This is an optimization exercise on Yosys and OpenROAD, whose aim is small area, not a production implementation. Where RTL was checked, it was by simulation tests only, not by an equivalence proof against the original.

==> flow/design.v (excerpt) <==
module	lininterp #(
		parameter	INW   = 28,
				OWID  = 28,
				MPREC = 28,
				CTRBITS = 32
	) (
		input	wire			i_clk,
		input	wire			i_reset,
		input	wire			i_ce,
		input	wire	[(CTRBITS-1):0]	i_step,
		input	wire	[(INW-1):0]	i_data,
		output	wire			o_ce,
		output	wire	[(OWID-1):0]	o_data
	);
Size in the first run: ~210 flip-flops, about 92 I/O pins, roughly 0.027 mm² of cells after synthesis.
clock: 10.0 ns
lec_check: 0
abc_area: 1
cap_margin: 20
core_margin: 2
core_utilization: 40
cts_buf_list: sky130_fd_sc_hd__clkbuf_8
cts_cluster_size: 30
slew_margin: 20
synth_hierarchical: 1
synth_minimum_keep_size: 0
run.sh (not shown) runs the stock make flow with config.mk's settings and CLKGATE_MAP_FILE= SYNTH_SCRIPT=/design/flow/synth_recipe.tcl, a recipe that flattens the netlist after the stock synthesis.
Edit:
--- a/flow/config.mk
+++ b/flow/config.mk
@@ -9,7 +9,6 @@
 export CAP_MARGIN = 20
 export CORE_MARGIN = 2
-export CORE_UTILIZATION = 40
-export CTS_BUF_LIST = sky130_fd_sc_hd__clkbuf_8
-export CTS_CLUSTER_SIZE = 30
+export CORE_UTILIZATION = 70
+export PLACE_DENSITY = 0.8
 export SLEW_MARGIN = 20
 export SYNTH_HIERARCHICAL = 1
Count of clock-buffer cells in the layout shrinks by 8.
Synthesized cell count does not change.
Global-route usage goes up by 19 points.
Die area fell by 42%.
Edit:
--- a/flow/config.mk
+++ b/flow/config.mk
@@ -9,6 +9,7 @@
 export CAP_MARGIN = 20
 export CORE_MARGIN = 2
-export CORE_UTILIZATION = 70
-export PLACE_DENSITY = 0.8
+export CORE_UTILIZATION = 40
+export CTS_BUF_LIST = sky130_fd_sc_hd__clkbuf_4
+export CTS_CLUSTER_SIZE = 20
 export SLEW_MARGIN = 20
 export SYNTH_HIERARCHICAL = 1
After rerunning: Utilization went down by 31 points. Cell area grows slightly. Final cell count goes up by roughly a tenth. Hold slack got worse by 10 ps. Clock-buffer cell count rises by 52. Register-to-register slack gets better by 200 ps. Non-clock buffer count fell by 7. Routed wire length goes up slightly. Setup slack gains 200 ps. Area after synthesis does not change.
No functional check of the RTL was part of any run of this note.

Another version of the RTL of lininterp (not shown whole).
Size in the first run: about 2500 cells after synthesis, roughly 92 I/O pins.
## lininterp
module	lininterp #(
		parameter	INW   = 28,
				OWID  = 28,
				MPREC = 28,
				CTRBITS = 32
	) (
		input	wire			i_clk,
		input	wire			i_reset,
		input	wire			i_ce,
		input	wire	[(CTRBITS-1):0]	i_step,
		input	wire	[(INW-1):0]	i_data,
		output	wire			o_ce,
		output	wire	[(OWID-1):0]	o_data
	);
	reg			pre_ce, r_ce, r_ovfl, x_ce, p_valid, r_first;
	reg	[27:0]		r_next;
	reg	[28:0]		r_slope;
	reg	[31:0]		r_counter;
	reg	[27:0]		r_offset;
	wire			cnt_en = i_ce || !r_ovfl;
	reg	[27:0]		x_res, p_res, o_res;
	wire	one1;
	wire	two2;
	wire	neg3;
	wire	pp4;
	wire	pp5;
	wire	pp6;
	wire	pp7;
	wire	pp8;
	wire	pp9;
	wire	pp10;
	wire	pp11;
	wire	pp12;
	wire	pp13;
	wire	pp14;
	wire	pp15;
	wire	pp16;
	wire	pp17;
	wire	pp18;
	wire	pp19;
	wire	pp20;
	wire	pp21;
	wire	pp22;
	wire	pp23;
	wire	pp24;
	wire	pp25;
	wire	pp26;
	wire	pp27;
	wire	pp28;
	wire	pp29;
	wire	pp30;
	wire	pp31;
	wire	pp32;
	wire	pp33;
	wire	one34;
	wire	two35;
	wire	neg36;
	wire	pp37;
	wire	pp38;
	wire	pp39;
	wire	pp40;
	wire	pp41;
	wire	pp42;
	wire	pp43;
	wire	pp44;
	wire	pp45;
	wire	pp46;
	wire	pp47;
	wire	pp48;
	wire	pp49;
	wire	pp50;
	wire	pp51;
	wire	pp52;
	wire	pp53;
	wire	pp54;
	wire	pp55;
	wire	pp56;
	wire	pp57;
	wire	pp58;
	wire	pp59;
	wire	pp60;
	wire	pp61;
	wire	pp62;
	wire	pp63;
	wire	pp64;
	wire	pp65;
	wire	pp66;
	wire	one67;
	wire	two68;
	wire	neg69;
	wire	pp70;
	wire	pp71;
	wire	pp72;
	wire	pp73;
  ...
==> flow/config.mk <==
export PLATFORM = sky130hd
export DESIGN_NAME = lininterp
export DESIGN_NICKNAME = lininterp
export VERILOG_FILES = /design/flow/design.v
export SDC_FILE = /design/flow/constraint.sdc
export NUM_CORES = 4
export LEC_CHECK = 0
export ABC_AREA = 1
export CAP_MARGIN = 5
export CORE_MARGIN = 2
export CORE_UTILIZATION = 65
export PLACE_DENSITY = 0.75
export SLEW_MARGIN = 5
export SYNTH_HIERARCHICAL = 1
export SYNTH_MINIMUM_KEEP_SIZE = 0
==> flow/constraint.sdc <==
create_clock -name core_clock -period 10.0 [get_ports {i_clk}]
set_input_delay 2.0000 -clock core_clock [delete_from_list [all_inputs] [get_ports {i_clk}]]
set_output_delay 2.0000 -clock core_clock [all_outputs]
set_load 0.01 [all_outputs]
standard.sh (not shown) runs the stock make flow with config.mk's settings and CLKGATE_MAP_FILE= SYNTH_SCRIPT=/design/flow/synth_recipe.tcl, a recipe that flattens the netlist after the stock synthesis.
==> flow/flow/run.sh <==
#!/bin/bash
set -euo pipefail
export BUFFER_PORTS_ARGS="-buffer_cell sky130_fd_sc_hd__buf_1"
export CTS_ARGS="-sink_clustering_enable -repair_clock_nets -sink_clustering_size 14 -sink_clustering_max_diameter 100 -buf_list {sky130_fd_sc_hd__clkbuf_4 sky130_fd_sc_hd__clkbuf_8} -dont_use_dummy_load"
bash standard.sh finish > standard_flow.log 2>&1
The first run completed with no timing, DRC or antenna violations.
==> next run, changes <==
==> flow/run.sh (new file) <==
#!/bin/bash
# synth_recipe.tcl (not shown) runs the flow's synth.tcl, then flattens the netlist and writes it again
# the make line also repeats each setting of config.mk as NAME=value (left out here)
make -C /OpenROAD-flow-scripts/flow DESIGN_CONFIG=/design/flow/config.mk WORK_HOME=/design/flow/orfs CLKGATE_MAP_FILE= SYNTH_SCRIPT=/design/flow/synth_recipe.tcl finish
Settings changed: CTS_BUF_LIST from default to sky130_fd_sc_hd__clkbuf_8, CTS_CLUSTER_DIAMETER from default to 100, CTS_CLUSTER_SIZE from default to 12.
removed: flow/flow/run.sh
removed: flow/standard.sh
After rerunning: Cell count rises slightly. Final area rises by a few percent. Die area does not change. Wire length rises slightly. Clock skew falls by 0.017 ns.
==> next run, changes <==
==> flow/flow/run.sh (new file) <==
#!/bin/bash
set -euo pipefail
export BUFFER_PORTS_ARGS="-buffer_cell sky130_fd_sc_hd__buf_1"
export CTS_ARGS="-sink_clustering_enable -repair_clock_nets -sink_clustering_size 12 -sink_clustering_max_diameter 100 -buf_list sky130_fd_sc_hd__clkbuf_8 -dont_use_dummy_load"
bash standard.sh finish > standard_flow.log 2>&1
==> flow/standard.sh (new file) <==
#!/bin/bash
# synth_recipe.tcl (not shown) runs the flow's synth.tcl, then flattens the netlist and writes it again
# the make line also repeats each setting of config.mk as NAME=value (left out here)
make -C /OpenROAD-flow-scripts/flow DESIGN_CONFIG=/design/flow/config.mk WORK_HOME=/design/flow/orfs CLKGATE_MAP_FILE= SYNTH_SCRIPT=/design/flow/synth_recipe.tcl "${@:-finish}"
Settings changed: CTS_BUF_LIST sky130_fd_sc_hd__clkbuf_8 to default, CTS_CLUSTER_DIAMETER 100 to default, CTS_CLUSTER_SIZE 12 to default.
removed: flow/run.sh
Effect: Routed wire length fell by 1.8%. Register-to-register slack gains 0.07 ns. Hold slack loses 0.0038 ns.

## static timing again, ports no longer ideal
The results above use ideal ports. As a check the final layouts listed here were re-extracted and re-timed, cells and wires unchanged.
Step 1: set_driving_cell puts a clkbuf_16 on i_clk and a buf_2 on each other input, an assumption about the parent block.
Step 2 moves the port delays by t, midway between the first and last clock arrival at a register: inputs arrive t later, outputs are due t later. That takes back most of the time a late clock gives input paths.
a / b / c = ideal ports / drivers / drivers and shift; a / b = the first two.
run	shift t [ns]	setup slack, ns	clock arrival spread, ns	worst data-port slew with drivers (ns)
the first run of note 1	0.638	2.148 / 2.148 / 2.148	0.048 / 0.048	0.05
the second run of note 1	0.609	1.867 / 1.867 / 1.867	0.021 / 0.021	0.09
the third run of note 1	0.849	2.064 / 2.064 / 2.064	0.103 / 0.103	0.05
the first run of note 2	0.625	1.332 / 1.332 / 1.332	0.043 / 0.043	0.04
the second run of note 2	0.641	1.282 / 1.282 / 1.282	0.027 / 0.027	0.04
the third run of note 2	0.609	1.347 / 1.347 / 1.347	0.046 / 0.046	0.04
After both steps setup and hold are still met in every run listed.
